This is an optimization exercise on Yosys and OpenROAD, whose aim is small area, a short achievable clock period and few clock cycles, not a production implementation. Only simulation tests tie the RTL to the original design; equivalence was not proved. Power is estimated from default activity; no workload was simulated.

### flow/config.mk
export PLATFORM = sky130hd
export DESIGN_NAME = reuleaux
export DESIGN_NICKNAME = reuleaux
export VERILOG_FILES = /design/flow/design.v
export SDC_FILE = /design/flow/constraint.sdc
export NUM_CORES = 4
export LEC_CHECK = 0
export CAP_MARGIN = 20
export CORE_MARGIN = 2
export CORE_UTILIZATION = 70
export SLEW_MARGIN = 20
### flow/constraint.sdc
create_clock -name core_clock -period 34.0 [get_ports {clk}]
set_input_delay 6.8000 -clock core_clock [delete_from_list [all_inputs] [get_ports {clk}]]
set_output_delay 6.8000 -clock core_clock [all_outputs]
set_load 0.01 [all_outputs]
### flow/standard.sh
#!/bin/bash
# synth_recipe.tcl (not shown) runs the flow's synth.tcl, then flattens the netlist and writes it again
# the make line also repeats each setting of config.mk as NAME=value (left out here)
make -C /OpenROAD-flow-scripts/flow DESIGN_CONFIG=/design/flow/config.mk WORK_HOME=/design/flow/orfs CLKGATE_MAP_FILE= SYNTH_SCRIPT=/design/flow/synth_recipe.tcl "${@:-finish}"
### flow/flow/run.sh
#!/bin/bash
# Layout: the standard flow (standard.sh, ORFS synthesis to finish), with
# two changes: the buffers that ORFS puts on every port are
# sky130_fd_sc_hd__buf_1 on the inputs and sky130_fd_sc_hd__buf_2 on the
# outputs (flow/ports.tcl) instead of the default delay-buffer cell, which is
# slow on the port paths, and clock tree synthesis adds no dummy loads.
# The whole make output goes to standard.log in this folder; ORFS also keeps
# a log of each step under orfs/logs.
set -euo pipefail
export PRE_GLOBAL_PLACE_TCL="$(pwd)/flow/ports.tcl"
export CTS_ARGS="-sink_clustering_enable -repair_clock_nets -dont_use_dummy_load"
bash standard.sh > standard.log 2>&1
### flow/design.v
module radd #(parameter W = 8) (input logic [W-1:0] a, input logic [W-1:0] b, input logic ci,
                               output logic [W-1:0] s, output logic co);
  logic [W:0] c;
  assign c[0] = ci;
  for (genvar i = 0; i < W; i++) begin : g
    assign s[i] = a[i] ^ b[i] ^ c[i];
    assign c[i+1] = (a[i] & b[i]) | (a[i] & c[i]) | (b[i] & c[i]);
  end
  assign co = c[W];
endmodule
module rge #(parameter W = 8) (input logic [W-1:0] a, input logic [W-1:0] b, output logic ge);
  logic [W:0] c;
  assign c[0] = 1'b1;
  for (genvar i = 0; i < W; i++) begin : g
    assign c[i+1] = (a[i] & ~b[i]) | (a[i] & c[i]) | (~b[i] & c[i]);
  end
  assign ge = c[W];
endmodule
module circle_cand(input logic [7:0] xc, input logic [6:0] yc,
                   input logic [7:0] a, input logic [7:0] b, input logic sx, input logic sy,
                   input logic [7:0] xlo, input logic [7:0] xhi,
                   input logic [7:0] ylo, input logic [7:0] yhi,
                   output logic [7:0] x, output logic [7:0] y, output logic pass);
  logic [7:0] X, Y;
  logic cx_, cy_;
  radd #(8) ax(.a(xc), .b(a ^ {8{sx}}), .ci(sx), .s(X), .co(cx_));
  radd #(8) ay(.a({1'b0, yc}), .b(b ^ {8{sy}}), .ci(sy), .s(Y), .co(cy_));
  assign x = X;
  assign y = Y;
  logic xge, xle, yge, yle;
  rge #(8) c1(.a({~X[7], X[6:0]}), .b({~xlo[7], xlo[6:0]}), .ge(xge));
  rge #(8) c2(.a({~xhi[7], xhi[6:0]}), .b({~X[7], X[6:0]}), .ge(xle));
  rge #(8) c3(.a(Y), .b(ylo), .ge(yge));
  rge #(8) c4(.a(yhi), .b(Y), .ge(yle));
  logic xin, yin;
  assign xin = (cx_ == sx) && !(X[7] && (X[6:5] != 2'b00));
  assign yin = (cy_ == sy) && !Y[7] && !(Y[6:3] == 4'b1111);
  assign pass = xin && yin && xge && xle && yge && yle;
endmodule
module reuleaux(input logic clk, input logic rst_n, input logic [2:0] colour,
                input logic [7:0] centre_x, input logic [6:0] centre_y, input logic [7:0] diameter,
                input logic start, output logic done,
                output logic [7:0] vga_x, output logic [6:0] vga_y,
                output logic [2:0] vga_colour, output logic vga_plot);
localparam IDLE  = 3'd0;
localparam SET1  = 3'd1;
localparam SET2  = 3'd2;
localparam RUN   = 3'd3;
localparam FIN   = 3'd4;
localparam DONE  = 3'd5;
logic [2:0] state;
logic [2:0] col;
logic [7:0] x3, d, y1, y3;
logic [2:0] ci;                  
logic sx, sy, sw;                
logic [7:0] xc;                  
logic [7:0] ox, oy;
logic [9:0] crit;                
logic [7:0] px;
logic [6:0] py;
logic plot_r, done_r;
assign vga_x = px;
assign vga_y = py;
assign vga_colour = col;
assign vga_plot = plot_r;
assign done = done_r;
logic [7:0] t5; logic c5;
radd #(8) m1(.a({2'b00, d[7:2]}), .b(d), .ci(1'b0), .s(t5), .co(c5));
logic [10:0] d5;
assign d5 = {c5, t5, d[1:0]};
logic [8:0] u37; logic c37;
radd #(9) m2(.a({3'b000, d5[10:5]}), .b({1'b0, d}), .ci(1'b0), .s(u37), .co(c37));
logic [13:0] d37;
assign d37 = {u37, d5[4:0]};
logic [3:0] cc;
always_comb begin
  case (d[7:5])
    3'd0: cc = 4'd0;
    3'd1: cc = 4'd2;
    3'd2: cc = 4'd4;
    3'd3: cc = 4'd5;
    3'd4: cc = 4'd7;
    3'd5: cc = 4'd9;
    3'd6: cc = 4'd10;
    default: cc = 4'd12;
  endcase
end
logic [13:0] r37; logic cr;
radd #(14) m5(.a(d37), .b(~{10'd0, cc}), .ci(1'b1), .s(r37), .co(cr));
logic [7:0] h3;
assign h3 = r37[13:6];
logic [7:0] y1s, y3s;
logic [7:0] x1, x2, y1d; logic cx1, cx2, cyd;
radd #(8) m8(.a(x3), .b({1'b0, d[7:1]}), .ci(1'b0), .s(x1), .co(cx1));
radd #(8) m9(.a(x3), .b(~{1'b0, d[7:1]}), .ci(1'b1), .s(x2), .co(cx2));
radd #(8) m10(.a(y1), .b(d), .ci(1'b0), .s(y1d), .co(cyd));
logic nowrap;
assign nowrap = !cx1 && cx2;
logic ov1, ov2, e1, e2, e3;
assign ov1 = !x3[7] && x1[7];
assign ov2 = x3[7] && !x2[7];
assign e1 = x3[7];
assign e2 = ov1;
assign e3 = ov1 || ov2;
logic norm, norm_s;              
assign norm = nowrap && !y1[7] && (d[7:1] != 7'd0);
assign norm_s = nowrap && !y1s[7] && (d[7:1] != 7'd0);
logic [7:0] xlo, xhi, yhi;
logic [6:0] yc;
always_comb begin
  yc = ({7{!ci[2]}} & y1[6:0]) | ({7{ci[2]}} & y3[6:0]);
  xlo = ({8{ci[1]}} & x3) | ({8{ci[2]}} & x2);
  xhi = ({8{ci[0]}} & x3) | ({8{!ci[0]}} & x1);
  yhi = ({8{!ci[2]}} & y1) | ({8{ci[2]}} & y1d);
end
function automatic [7:0] centre(input logic [2:0] c, input logic [7:0] a1, input logic [7:0] a2,
                                input logic [7:0] a3);
  centre = ({8{c[0]}} & a1) | ({8{c[1]}} & a2) | ({8{c[2]}} & a3);
endfunction
function automatic [2:0] oct_first(input logic [2:0] c, input logic n);
  if (!n) oct_first = 3'b000;
  else oct_first = {c[0], !c[2], c[2]};
endfunction
logic past3;                     
logic oy0;
assign oy0 = (oy == 8'd0);
logic it_done;
logic [2:0] oct_nx;
always_comb begin
  if (!norm) begin
    it_done = !sx && sy && sw;
    oct_nx = sw ? {!sy, sx, 1'b0} : {sx, sy, 1'b1};
  end else if (!ci[2]) begin
    it_done = sw || !past3;
    oct_nx = {sx, sy, 1'b1};
  end else begin
    it_done = sx || oy0;
    oct_nx = {1'b1, sy, sw};
  end
end
logic [7:0] xv, yv;
logic ok;
circle_cand cand(.xc(xc), .yc(yc), .a(sw ? oy : ox), .b(sw ? ox : oy), .sx(sx), .sy(sy),
                 .xlo(xlo), .xhi(xhi), .ylo(y3), .yhi(yhi), .x(xv), .y(yv), .pass(ok));
assign y3s = xv;
assign y1s = yv;
logic dec;
assign dec = !crit[9] || (&crit);
logic [7:0] oy_n; logic coy;
radd #(8) m11(.a(oy), .b(8'd0), .ci(1'b1), .s(oy_n), .co(coy));
logic [7:0] ox_n; logic cox;
radd #(8) m12(.a(ox), .b({8{dec}}), .ci(1'b0), .s(ox_n), .co(cox));
logic [9:0] k1, crit_n; logic ck1, ckn;
radd #(10) m13(.a(crit), .b({1'b0, oy_n, 1'b1}), .ci(1'b0), .s(k1), .co(ck1));
radd #(10) m14(.a(k1), .b(dec ? ~{1'b0, ox_n, 1'b0} : 10'd0), .ci(dec), .s(crit_n), .co(ckn));
logic le_n;
rge #(9) m15(.a({1'b0, ox_n}), .b({coy, oy_n}), .ge(le_n));
rge #(8) m16(.a(oy), .b({1'b0, d[7:1]}), .ge(past3));
logic cont;
assign cont = le_n && !(dec && !cox) && !(ci[2] && nowrap && past3);
logic [2:0] ci_nx;
logic fin_nx;
always_comb begin
  fin_nx = 1'b0;
  ci_nx = 3'b100;
  if (ci[0] && !e2) ci_nx = 3'b010;
  else if (!ci[2] && !e3) ci_nx = 3'b100;
  else fin_nx = 1'b1;
end
logic [2:0] ci_0;
logic none;
always_comb begin
  none = 1'b0;
  ci_0 = 3'b100;
  if (!e1) ci_0 = 3'b001;
  else if (!e2) ci_0 = 3'b010;
  else if (!e3) ci_0 = 3'b100;
  else none = 1'b1;
end
logic [2:0] state_nx;
always_comb begin
  state_nx = state;
  case (state)
    IDLE: if (start) state_nx = SET1;
    SET1: state_nx = SET2;
    SET2: state_nx = none ? DONE : RUN;
    RUN: if (it_done && !cont && fin_nx) state_nx = ok ? FIN : DONE;
    FIN: state_nx = DONE;
    default: ;
  endcase
end
always_ff @(posedge clk or negedge rst_n) begin
  if (!rst_n) begin
    state <= IDLE;
    done_r <= 1'b0;
  end else begin
    state <= state_nx;
    done_r <= (state_nx == DONE);
  end
end
always_ff @(posedge clk) begin
  x3 <= centre_x;
  d <= diameter;
  col <= colour;
  px <= xv;
  py <= yv[6:0];
  plot_r <= (state == RUN) && ok;
  case (state)
    IDLE: begin
      xc <= {1'b0, centre_y};
      y1 <= {1'b0, centre_y};
      y3 <= {1'b0, centre_y};
    end
    SET1: begin
      oy <= h3;
      ox <= {1'b0, h3[7:1]};
      {sx, sy, sw} <= 3'b101;
    end
    SET2: begin
      y1 <= y1s;
      y3 <= y3s;
      ci <= ci_0;
      xc <= centre(ci_0, x1, x2, x3);
      {sx, sy, sw} <= oct_first(ci_0, norm_s);
      ox <= d;
      oy <= 8'd0;
      crit <= {2'b11, ~d};
    end
    RUN: begin
      if (!it_done) {sx, sy, sw} <= oct_nx;
      else if (cont) begin
        {sx, sy, sw} <= oct_first(ci, norm);
        ox <= ox_n;
        oy <= oy_n;
        crit <= crit_n;
      end else begin
        ci <= ci_nx;
        xc <= centre(ci_nx, x1, x2, x3);
        {sx, sy, sw} <= oct_first(ci_nx, norm);
        ox <= d;
        oy <= 8'd0;
        crit <= {2'b11, ~d};
      end
    end
    default: ;
  endcase
end
endmodule
### flow/flow/ports.tcl
# Sourced before global placement (PRE_GLOBAL_PLACE_TCL): make ORFS's port
# buffering put sky130_fd_sc_hd__buf_1 on the inputs and
# sky130_fd_sc_hd__buf_2 on the outputs.
rename buffer_ports orfs_buffer_ports
proc buffer_ports { args } {
  orfs_buffer_ports -inputs -buffer_cell sky130_fd_sc_hd__buf_1
  orfs_buffer_ports -outputs -buffer_cell sky130_fd_sc_hd__buf_2
}
==> results of run 1 <==
## Yosys cell counts (all sizes together), types with 6 or more instances
cell / n
inv: 89
fa: 62
edfxtp: 56
nand2: 54
nor2: 40
mux2i: 37
o21ai: 37
dfxtp: 35
ha: 31
a21oi: 26
xnor2: 21
clkbuf: 14
a22oi: 12
buf: 12
maj3: 12
a221oi: 10
nand2b: 10
nor2b: 10
a21o: 9
a221o: 8
a211oi: 7
nor3: 7
nand3: 6
## stage by stage
stage | area, µm² | cells | hold slack, ns | utilization (%) | worst slack (ns)
global placement | 7450 | 849 | 0.581 | 75.5 | 26.53
floorplan | 7160 | 689 | 0.524 | - | 26.66
finish | 7570 | 858 | 0.625 | 76.8 | 26.34
CTS | 7570 | 858 | 0.611 | 76.8 | 26.33
detailed placement | 7450 | 849 | 0.602 | 75.5 | 26.48
global route | 7570 | 858 | 0.646 | 76.8 | 26.32
## final timing paths
| check | from | end | slack [ns] | cells after the start |
|---|---|---|---|---|
| hold reg to reg | xc[0] | px[0] | 0.63 | 1 |
| hold / removal | xc[0] | px[0] | 0.63 | 1 |
| min in group asynchronous | rst_n | state[1] | 6.24 | 1 |
| max in group asynchronous | rst_n | done_r | 27.56 | 1 |
| setup reg to reg | crit[5] | xc[5] | 26.88 | 19 |
| setup / recovery | done_r | done | 26.34 | 1 |
## flip-flops by register name (all words and copies together) (netlist names), 3 cells and up
signal / cells
px: 8
d: 8
ci: 3
crit: 10
xc: 8
py: 7
ox: 8
y1: 8
oy: 8
state: 3
col: 3
x3: 8
y3: 8
## cell type report
cell class	instances	area (µm²)	area share, %
well taps	133	166	2.20
repair buffers	53	243	3.21
flip-flops and latches	95	2480	32.8
multi-input cells	478	4220	55.7
clock buffers	9	124	1.64
inverters	90	338	4.46
## report_power, final
part / internal [mW] / switching (mW) / leakage, nW / total, mW
sequential: 0.162 / 0.0279 / 0.847 / 0.190
combinational: 0.182 / 0.266 / 2.26 / 0.448
clock: 0.0238 / 0.0374 / 0.0647 / 0.0612
## logic make-up (layout without fill, tap and decap cells)
logic type	Yosys count	after routing	share of synthesized area, %
AO/OA/AOI/OAI	160	160	15.8
XOR/XNOR	26	26	3.28
multiplexers	40	40	5.70
adder cells (fa/ha/maj)	105	105	24.4
flip-flops	95	95	34.7
buffers and inverters	116	152	6.59
AND/OR/NAND/NOR	147	147	9.52
## per-layer routing
metal / up-vias / wire, µm
met5: - / 0
met4: 0 / 580
met3: 54 / 1830
met2: 340 / 8520
met1: 2702 / 7260
li1: 2504 / -
## layout by cell type, fill, tap and decap left out, drive strengths merged, types with 4 or more instances in the layout
master / n
inv: 89
fa: 62
edfxtp: 56
nand2: 54
buf: 53
nor2: 40
mux2i: 37
o21ai: 37
dfxtp: 35
ha: 31
a21oi: 26
xnor2: 21
a22oi: 12
maj3: 12
nand2b: 10
nor2b: 10
a221oi: 10
a21o: 9
clkbuf: 9
a221o: 8
a211oi: 7
nor3: 7
nand3: 6
o22ai: 5
o221ai: 5
xor2: 5
and2: 5
a222oi: 4
a31oi: 4
dfrtp: 4
nor4: 4
==> results.toml, run 1 <==
[route]
drc = 0
routed-via-count = 5600
routedWlPerCell_um = 21.2
totalWireLength_mm = 18.2
dr.pass1.iters = 5
drt-initial-drc-count = 787
vias_per_cell = 6.53
ant_nets = 0

[run_status]
status = "no timing/DRC/antenna violations"

[global_routing]
met3_usage_pct = 7.24
overflow = 0
antenna_found_initial = 0
grt_use_total_pct = 35.1
grt_busiest_layer = "met2"
met2_usage_pct = 54.5
first_global_vias = 5564
grt_max_degree = 32
grtUsageMet1_pct = 48.9
grt_pass1_wl_mm = 29.5

[critical_path]
endpoint_kind = "output pin"
path_buf_inv = 1
cp_cell_sequence = "buf_2"
crit_type = "flop to output pin"
crit_path_start_kind = "flop"
crit_path_top_delay_cell = "dfrtp_1"
crit_fanout = 1
slowest_delay_ns = 0.37
required_ns = 27.20
crit_family = "flip-flops"
cp_data_arrival_time_ns = 0.86

[power_and_ir_drop]
fin_total_pwr_mw = 0.699
vdd_drop_max_mv = 0.0575
power_density_nw_per_um2 = 92.3
p_leak_nw = 3.17

[die]
die_y_um = 105
die_w_um = 105
start_util_pct = 72.6
rows = 36
die_area_um2 = 11100
pin_count = 49
core_area_um2 = 9860

[final_layout]
syn_to_final_growth_pct = 5.73
n_fill_cell = 688
n_antenna_cell = 0
fin_nets = 849
layout-drive-gt1-share_pct = 7.31

[placed_design]
dp_hpwl_mm = 14.2
globalplace.congestion = 0.912
io_buffers = 48

[sta]
rsz0062_at_grt = "false"
post-route-period-util_pct = 22.5
max_freq_mhz = 131
tightest_slew_ns = 1.04
finalHoldViolCount = 0
skew_ns = 0.0247
slew_headroom_pct = 29.1
setup_tns_ns = 0
layout_min_cycle_time_ns = 7.66
setup_viol = 0
drv_slew = 0

[yosys]
synth_warnings = 1
synth_edf_count = 56
synth.area.top_cells = "edfxtp_1 (23%), fa_1 (17%), dfxtp_1 (9.8%)"
yosysTopAreaCellShare_pct = 23.5
ys.flop_type = "edfxtp_1"
synth_area_per_cell_um2 = 10.4
syn_area_um2 = 7160
ys_ff_latch = 95
ys_seq_area_share_pct = 34.7
netlist_instances = 689
ys_types = 75
synthesis.nets = 811
synth_top_area_cell = "edfxtp_1"
async_flop_share_pct = 4.21

[flow_run]
drv_cap = 0

[clock_tree]
holdBufCountCts = 0
cts_tree = "done"
worstSkewPairLatency_ns = 0.38
htree_levels = 3
post_cts_resized = 0
clockRootBuffer = "clkbuf_8"
ctsLongestPathBuffers = 2
cts.clk_slew.worst_paths_ns = 0.08
cts_setup_buffers = 0
cts.sinks = 95
cts_buffers = 9

[hold_path]
hold_class = "flop to flop"
Testbench counts, summed over its fixed seeds: cycles 36,137.
==> inputs of run 2 (changes only) <==
--- a/flow/design.v
+++ b/flow/design.v
@@ -169,12 +169,8 @@
 end
 logic [2:0] ci_0;
-logic none;
-always_comb begin
-  none = 1'b0;
+always_comb begin
   ci_0 = 3'b100;
   if (!e1) ci_0 = 3'b001;
   else if (!e2) ci_0 = 3'b010;
-  else if (!e3) ci_0 = 3'b100;
-  else none = 1'b1;
 end
 logic [2:0] state_nx;
@@ -184,5 +180,5 @@
     IDLE: if (start) state_nx = SET1;
     SET1: state_nx = SET2;
-    SET2: state_nx = none ? DONE : RUN;
+    SET2: state_nx = RUN;
     RUN: if (it_done && !cont && fin_nx) state_nx = ok ? FIN : DONE;
     FIN: state_nx = DONE;
--- a/flow/config.mk
+++ b/flow/config.mk
@@ -9,3 +9,4 @@
 export CORE_MARGIN = 2
 export CORE_UTILIZATION = 70
+export CTS_BUF_LIST = sky130_fd_sc_hd__clkbuf_4
 export SLEW_MARGIN = 20
==> results.toml, run 2 <==
[run_status]
status = "no timing/DRC/antenna violations"

[yosys]
synthesis.nets = 803
synth_warnings = 1
async_flop_share_pct = 4.21
yosysTopAreaCellShare_pct = 23.8
synth.area.top_cells = "edfxtp_1 (24%), fa_1 (18%), dfxtp_1 (9.9%)"
synth_area_per_cell_um2 = 10.4
netlist_top_cells_count = "inv_1 (75), nand2_1 (75), fa_1 (62)"
ys_types = 72
syn_area_um2 = 7060
ys.flop_type = "edfxtp_1"
ys_seq_area_share_pct = 35.1
ys_ff_latch = 95
synth_edf_count = 56
netlist_instances = 681
synth_top_area_cell = "edfxtp_1"

[sta]
drv_slew = 0
setup_tns_ns = 0
slew_headroom_pct = 32.6
rsz0062_at_grt = "false"
post-route-period-util_pct = 22.6
worst_slack_ns = 26.33
layout_min_cycle_time_ns = 7.67
tightest_slew_ns = 1.01
skew_ns = 0.0201
hold_slack_ns = 0.627
max_freq_mhz = 130
setup_viol = 0
finalHoldViolCount = 0

[global_routing]
grtUsageMet1_pct = 49.3
grt_pass1_wl_mm = 28.7
first_global_vias = 5461
met3_usage_pct = 7.71
overflow = 0
grt_max_degree = 32
grt_busiest_layer = "met2"
antenna_found_initial = 0
met2_usage_pct = 51.7
grt_use_total_pct = 34.5

[final_layout]
layout-drive-gt1-share_pct = 7.89
final_cell_area_um2 = 7520
mostFrequentLayoutCells = "nand2_1 (75), inv_1 (75), fa_1 (62)"
n_fill_cell = 686
top_register = "crit"
syn_to_final_growth_pct = 6.43
fin_nets = 846
largest_register_ffs = 10
n_antenna_cell = 0

[route]
routed-via-count = 5566
ant_nets = 0
drc = 0
drt-initial-drc-count = 634
vias_per_cell = 6.51
routedWlPerCell_um = 21.1
totalWireLength_mm = 18.0
dr.pass1.iters = 5

[critical_path]
path_buf_inv = 1
crit_type = "flop to output pin"
crit_path_start_kind = "flop"
cp_data_arrival_time_ns = 0.87
endpoint_kind = "output pin"
r2r_setup_slack_ns = 27.14
slowest_delay_ns = 0.37
crit_fanout = 1
cp_cell_sequence = "buf_2"
crit_family = "flip-flops"
required_ns = 27.20
crit_path_top_delay_cell = "dfrtp_1"

[clock_tree]
cts_tree = "done"
ctsLongestPathBuffers = 2
clockRootBuffer = "clkbuf_8"
cts.sinks = 95
cts.clk_slew.worst_paths_ns = 0.08
post_cts_resized = 0
cts_setup_buffers = 0
htree_levels = 3
worstSkewPairLatency_ns = 0.38
cts_buffers = 9
holdBufCountCts = 0

[power_and_ir_drop]
fin_total_pwr_mw = 0.689
vdd_drop_max_mv = 0.0556
power_density_nw_per_um2 = 91.6
p_leak_nw = 3.13

[die]
rows = 36
core_area_um2 = 9770
die_area_um2 = 10900
start_util_pct = 72.3
pin_count = 49
die_w_um = 104
die_y_um = 104

[flow_run]
drv_cap = 0

[placed_design]
io_buffers = 48
dp_hpwl_mm = 13.7
dpl_cell_area_um2 = 7390
dp_slack_ns = 26.39
globalplace.congestion = 0.953

[hold_path]
hold_class = "flop to flop"
run 2: changes by cell type in the layout (fill, tap and decap cells not counted), moves of 5 or more:
cell     previous run  this run
mux2i_1            36        41
a21oi_1            25        18
maj3_1             11         3
inv_1              88        75
nand2_1            54        75
a221o_1             8         3
run 2: path summary, 6_finish.rpt:
check	start	endpoint	depth (start not counted)
min in group asynchronous	rst_n	state[1]	1
min	state[1]	done_r	1
min reg2reg	state[1]	done_r	1
max in group asynchronous	rst_n	done_r	1
max reg2reg	sw	done_r	17
max	done_r	done	1
run 2: per-stage QoR:
stage | utilization [%] | instances
4_1_cts | 76.9 | 855
3_5_place_dp | 75.6 | 846
6_report | 76.9 | 855
5_1_grt | 76.9 | 855
2_1_floorplan | - | 681
3_3_place_gp | 75.6 | 846
run 2: metal layers:
| layer | vias up | part of all wire, % | routed length (µm) |
|---|---|---|---|
| met4 | 0 | 3.1 | 557 |
| met5 | - | 0 | 0 |
| li1 | 2467 | - | - |
| met3 | 54 | 11 | 1930 |
| met2 | 344 | 46 | 8240 |
| met1 | 2701 | 40 | 7290 |
run 2: layout make-up:
| class | count | area, µm² | area share, % |
|---|---|---|---|
| Tap cell | 133 | 166 | 2.21 |
| Timing Repair Buffer | 55 | 258 | 3.43 |
| Inverter | 77 | 289 | 3.84 |
| Sequential cell | 95 | 2480 | 33.0 |
| Multi-Input combinational cell | 486 | 4200 | 55.8 |
| Clock buffer | 9 | 124 | 1.65 |
run 2: kinds of logic after synthesis:
kind of cell               share of synthesized area, %
and+or+nand+nor                                    10.4
adders and majority gates                          23.8
DFF                                                35.1
AOI/OAI and AO/OA                                  14.7
xor gates and xnor gates                           3.33
muxes                                              7.09
buffers and inverters                              5.56
run 2: report_power, final:
group          leakage [nW]  internal (mW)  switching (mW)  total [mW]
registers             0.841          0.161          0.0286       0.190
logic                  2.23          0.176           0.263       0.438
clock network        0.0647         0.0238          0.0367      0.0605
Testbench counts of run 2, summed over its fixed seeds: cycles 36,137.
==> inputs of run 3 (changes only) <==
--- a/flow/config.mk
+++ b/flow/config.mk
@@ -9,4 +9,3 @@
 export CORE_MARGIN = 2
 export CORE_UTILIZATION = 70
-export CTS_BUF_LIST = sky130_fd_sc_hd__clkbuf_4
 export SLEW_MARGIN = 20
==> results.toml, run 3 <==
[yosys]
synth_xor_xnor_area_share_pct = 3.33
synth_edf_count = 56
ys_types = 72
synth_top_area_cell = "edfxtp_1"
ys.flop_type = "edfxtp_1"
synthesis.nets = 803
synth_area_per_cell_um2 = 10.4
synth-adder-area-share_pct = 23.8
netlist_instances = 681
synth_compound_area_share_pct = 14.7
synth_top_family_by_area = "adder cells"
synth_warnings = 1
ys_ff_latch = 95
ys_seq_area_share_pct = 35.1
synth-simple-area-share_pct = 10.4
synthMuxAreaShare_pct = 7.09
yosysTopAreaCellShare_pct = 23.8
synth.area.top_cells = "edfxtp_1 (24%), fa_1 (18%), dfxtp_1 (9.9%)"
syn_area_um2 = 7060
netlist_top_cells_count = "inv_1 (75), nand2_1 (75), fa_1 (62)"
async_flop_share_pct = 4.21

[clock_tree]
post_cts_resized = 0
clockRootBuffer = "clkbuf_8"
ctsLongestPathBuffers = 2
cts_setup_buffers = 0
htree_levels = 3
holdBufCountCts = 0
cts.clk_slew.worst_paths_ns = 0.08
cts_tree = "done"
cts.sinks = 95
worstSkewPairLatency_ns = 0.38
cts_buffers = 9

[sta]
slew_headroom_pct = 32.6
skew_ns = 0.0201
setup_viol = 0
layout_min_cycle_time_ns = 7.67
max_freq_mhz = 130
post-route-period-util_pct = 22.6
finalHoldViolCount = 0
hold_slack_ns = 0.627
rsz0062_at_grt = "false"
setup_tns_ns = 0
drv_slew = 0
tightest_slew_ns = 1.01

[run_status]
status = "no timing/DRC/antenna violations"

[power_and_ir_drop]
vdd_drop_max_mv = 0.0556
fin_total_pwr_mw = 0.689
power_density_nw_per_um2 = 91.6
p_leak_nw = 3.13

[route]
totalWireLength_mm = 18.0
vias_per_cell = 6.51
ant_nets = 0
drt-initial-drc-count = 634
routed-via-count = 5566
drc = 0
dr.pass1.iters = 5
routedWlPerCell_um = 21.1

[critical_path]
rr_endpoint = "done_r"
crit_type = "flop to output pin"
r2r_start = "sw"
r2r_setup_slack_ns = 27.14
slowest_delay_ns = 0.37
crit_end = "done"
crit_path_start_kind = "flop"
path_depth = 1
cp_data_arrival_time_ns = 0.87
crit_family = "flip-flops"
path_buf_inv = 1
crit_fanout = 1
crit_path_top_delay_cell = "dfrtp_1"
required_ns = 27.20
rr_worst_depth = 17
critPathLaunch = "done_r"
cp_cell_sequence = "buf_2"
endpoint_kind = "output pin"

[die]
start_util_pct = 72.3
die_w_um = 104
rows = 36
die_y_um = 104
die_area_um2 = 10900
core_area_um2 = 9770
pin_count = 49

[final_layout]
n_fill_cell = 686
multiInputGateArea_um2 = 4200
layout-drive-gt1-share_pct = 7.89
top_register = "crit"
largest_register_ffs = 10
mostFrequentLayoutCells = "nand2_1 (75), inv_1 (75), fa_1 (62)"
syn_to_final_growth_pct = 6.43
n_antenna_cell = 0
fin_util_pct = 76.9
regArea_um2 = 2480
fin_nets = 846

[global_routing]
grt_max_degree = 32
antenna_found_initial = 0
grt_pass1_wl_mm = 28.7
grt_use_total_pct = 34.5
first_global_vias = 5461
overflow = 0

[placed_design]
io_buffers = 48
globalplace.congestion = 0.953
dp_hpwl_mm = 13.7

[hold_path]
hold_class = "flop to flop"
worstHoldPathCells = 1

[flow_run]
drv_cap = 0
[run 3: cell families after synthesis]
logic type,after synthesis
compound gates,151
xor+xnor,26
fa+ha+maj,98
buf+inv,100
flops,95
mux,47
simple gates,164
[run 3: area by class of cell]
type                       count  area share (%)
sequential                    95            33.0
timing repair buffer          55            3.43
multi-input combinational    486            55.8
tap                          133            2.21
clock buffer                   9            1.65
inverter                      77            3.84
[run 3: worst min path at each step]
stage | slack, ns | to | startpoint
2_1_floorplan | 0.51 | px[0] | xc[0]
6_report | 0.63 | done_r | state[1]
3_5_place_dp | 0.60 | done_r | state[1]
5_1_grt | 0.65 | state[2] | state[2]
4_1_cts | 0.62 | state[2] | state[2]
3_3_place_gp | 0.59 | done_r | state[1]
[run 3: power breakdown]
part	internal [mW]	total, mW	leakage, nW	switching, mW
combinational	0.176	0.438	2.23	0.263
sequential	0.161	0.190	0.841	0.0286
clock	0.0238	0.0605	0.0647	0.0367
total	0.361	0.689	3.13	0.328
[run 3: layer usage]
layer,GRT usage (%),vias to the layer above,routed length [µm]
met5,0,-,0
met2,51.7,344,8240
met3,7.71,54,1930
li1,-,2467,-
met1,49.3,2701,7290
met4,13.1,0,557
[run 3: stage by stage]
step	worst slack [ns]	std cells	area, µm²
after floorplan	26.60	681	7060
after CTS	26.32	855	7520
after global routing	26.32	855	7520
after detailed placement	26.39	846	7390
after global placement	26.46	846	7390
final	26.33	855	7520
==> inputs of run 4 (changes only) <==
--- a/flow/config.mk
+++ b/flow/config.mk
@@ -9,3 +9,4 @@
 export CORE_MARGIN = 2
 export CORE_UTILIZATION = 70
+export CTS_BUF_LIST = sky130_fd_sc_hd__clkbuf_4 sky130_fd_sc_hd__clkbuf_8
 export SLEW_MARGIN = 20
==> results.toml, run 4 <==
[run_status]
status = "no timing/DRC/antenna violations"

[critical_path]
required_ns = 27.20
critPathLaunch = "done_r"
endpoint_kind = "output pin"
path_buf_inv = 1
crit_type = "flop to output pin"
cp_cell_sequence = "buf_2"
slowest_delay_ns = 0.37
crit_path_top_delay_cell = "dfrtp_1"
cp_data_arrival_time_ns = 0.87
crit_fanout = 1
r2r_start = "sw"
r2r_setup_slack_ns = 27.14
crit_family = "flip-flops"
crit_path_start_kind = "flop"

[sta]
tightest_slew_ns = 1.01
setup_tns_ns = 0
rsz0062_at_grt = "false"
max_freq_mhz = 130
slew_headroom_pct = 32.6
setup_viol = 0
finalHoldViolCount = 0
post-route-period-util_pct = 22.6
layout_min_cycle_time_ns = 7.67
drv_slew = 0
skew_ns = 0.0201

[yosys]
netlist_top_cells_count = "inv_1 (75), nand2_1 (75), fa_1 (62)"
synth_area_per_cell_um2 = 10.4
netlist_instances = 681
ys.flop_type = "edfxtp_1"
ys_seq_area_share_pct = 35.1
ys_ff_latch = 95
synth_top_area_cell = "edfxtp_1"
ys_types = 72
synth_warnings = 1
yosysTopAreaCellShare_pct = 23.8
synth_edf_count = 56
synth.area.top_cells = "edfxtp_1 (24%), fa_1 (18%), dfxtp_1 (9.9%)"
syn_area_um2 = 7060
async_flop_share_pct = 4.21
synthesis.nets = 803

[final_layout]
fin_nets = 846
syn_to_final_growth_pct = 6.43
largest_register_ffs = 10
n_antenna_cell = 0
n_fill_cell = 686
top_register = "crit"
mostFrequentLayoutCells = "nand2_1 (75), inv_1 (75), fa_1 (62)"
fin_util_pct = 76.9
layout-drive-gt1-share_pct = 7.89

[global_routing]
grt_use_total_pct = 34.5
grt_max_degree = 32
grt_pass1_wl_mm = 28.7
overflow = 0
first_global_vias = 5461
antenna_found_initial = 0

[clock_tree]
post_cts_resized = 0
cts_setup_buffers = 0
worstSkewPairLatency_ns = 0.38
cts_buffers = 9
ctsLongestPathBuffers = 2
holdBufCountCts = 0
clockRootBuffer = "clkbuf_8"
cts.sinks = 95
htree_levels = 3
cts.clk_slew.worst_paths_ns = 0.08
cts_tree = "done"

[die]
core_area_um2 = 9770
start_util_pct = 72.3
die_w_um = 104
die_y_um = 104
die_area_um2 = 10900
pin_count = 49
rows = 36

[power_and_ir_drop]
power_density_nw_per_um2 = 91.6
vdd_drop_max_mv = 0.0556
p_leak_nw = 3.13

[placed_design]
io_buffers = 48
globalplace.congestion = 0.953
dp_hpwl_mm = 13.7

[route]
totalWireLength_mm = 18.0
drt-initial-drc-count = 634
drc = 0
dr.pass1.iters = 5
vias_per_cell = 6.51
routedWlPerCell_um = 21.1
ant_nets = 0
routed-via-count = 5566

[flow_run]
drv_cap = 0

[hold_path]
worstHoldStart = "state[1]"
hold_class = "flop to flop"
## run 4: cell counts after synthesis
Identical to the previous run, type by type.
## run 4: worst paths after layout
kind | end | cells after the start
max | done | 1
min | done_r | 1
max reg2reg | done_r | 17
min reg2reg | done_r | 1
max in group asynchronous | done_r | 1
min in group asynchronous | state[1] | 1
## run 4: report_power, final
group	internal, mW	leakage, nW	switching, mW	total [mW]
clock	0.0238	0.0647	0.0367	0.0605
combinational	0.176	2.23	0.263	0.438
sequential	0.161	0.841	0.0286	0.190
total	0.361	3.13	0.328	0.689
## run 4: worst register-to-register path, cell delays in order (launching register included)
cell and delay [ns]:
edfxtp_1 1.00, mux2i_1 0.47, mux2i_1 0.28, fa_1 0.20, inv_1 0.05, fa_1 0.41
fa_1 0.42, fa_1 0.42, fa_1 0.42, fa_1 0.42, fa_1 0.71, inv_1 0.15
o211ai_1 0.17, o21ai_0 0.14, a2111oi_0 0.55, nand4_1 0.21, nor3_1 0.48, o22ai_1 0.18
## run 4: cell families after synthesis
logic type / count (synthesis) / synth area share, %
compound gates: 151 / 14.7
xor+xnor: 26 / 3.33
fa+ha+maj: 98 / 23.8
buf+inv: 100 / 5.56
flops: 95 / 35.1
mux: 47 / 7.09
simple gates: 164 / 10.4
## run 4: through the flow
step / hold slack (ns) / cell area [µm²] / power [mW] / setup slack [ns] / instances
3_5_place_dp: 0.599 / 7390 / 0.620 / 26.39 / 846
3_3_place_gp: 0.589 / 7390 / 0.606 / 26.46 / 846
6_report: 0.627 / 7520 / 0.689 / 26.33 / 855
5_1_grt: 0.653 / 7520 / 0.738 / 26.32 / 855
4_1_cts: 0.620 / 7520 / 0.681 / 26.32 / 855
2_1_floorplan: 0.511 / 7060 / 0.498 / 26.60 / 681
## run 4: layout make-up
| type | instances | area, µm² | share of cell area [%] |
|---|---|---|---|
| Sequential cell | 95 | 2480 | 33.0 |
| Multi-Input combinational cell | 486 | 4200 | 55.8 |
| Timing Repair Buffer | 55 | 258 | 3.43 |
| Clock buffer | 9 | 124 | 1.65 |
| Inverter | 77 | 289 | 3.84 |
| Tap cell | 133 | 166 | 2.21 |
## run 4: layer usage
metal	GRT usage (%)	wire length, µm	up-vias
met1	49.3	7290	2701
li1	-	-	2467
met3	7.71	1930	54
met4	13.1	557	0
met5	0	0	-
met2	51.7	8240	344

static timing again, ports no longer ideal:
In the flow no input, the clock included, has a driving cell. The finished layouts below were timed again as built, in two steps. Step 1: set_driving_cell puts a clkbuf_16 on clk and a buf_2 on each other input, an assumption about the parent block. Step 2, shift: input delay + t, output delay - t, t = (earliest + latest rising clock arrival at the registers) / 2. This alone moves slack from input paths to output paths. Three values: no drivers, after step 1, after step 2; two values: the first two.
run | shift t [ns] | setup slack, ns | worst hold slack (ns) | worst data-port slew with drivers (ns) | cell pins on the clock port's net
run 1 | 0.403 | 26.337 / 26.302 / 26.473 | 0.625 / 0.625 / 0.625 | 0.05 | 1
run 2 | 0.399 | 26.327 / 26.294 / 26.386 | 0.627 / 0.627 / 0.627 | 0.04 | 1
run 3 | 0.399 | 26.327 / 26.294 / 26.386 | 0.627 / 0.627 / 0.627 | 0.04 | 1
run 4 | 0.399 | 26.327 / 26.294 / 26.386 | 0.627 / 0.627 / 0.627 | 0.04 | 1
After both steps every run listed still meets setup and hold.
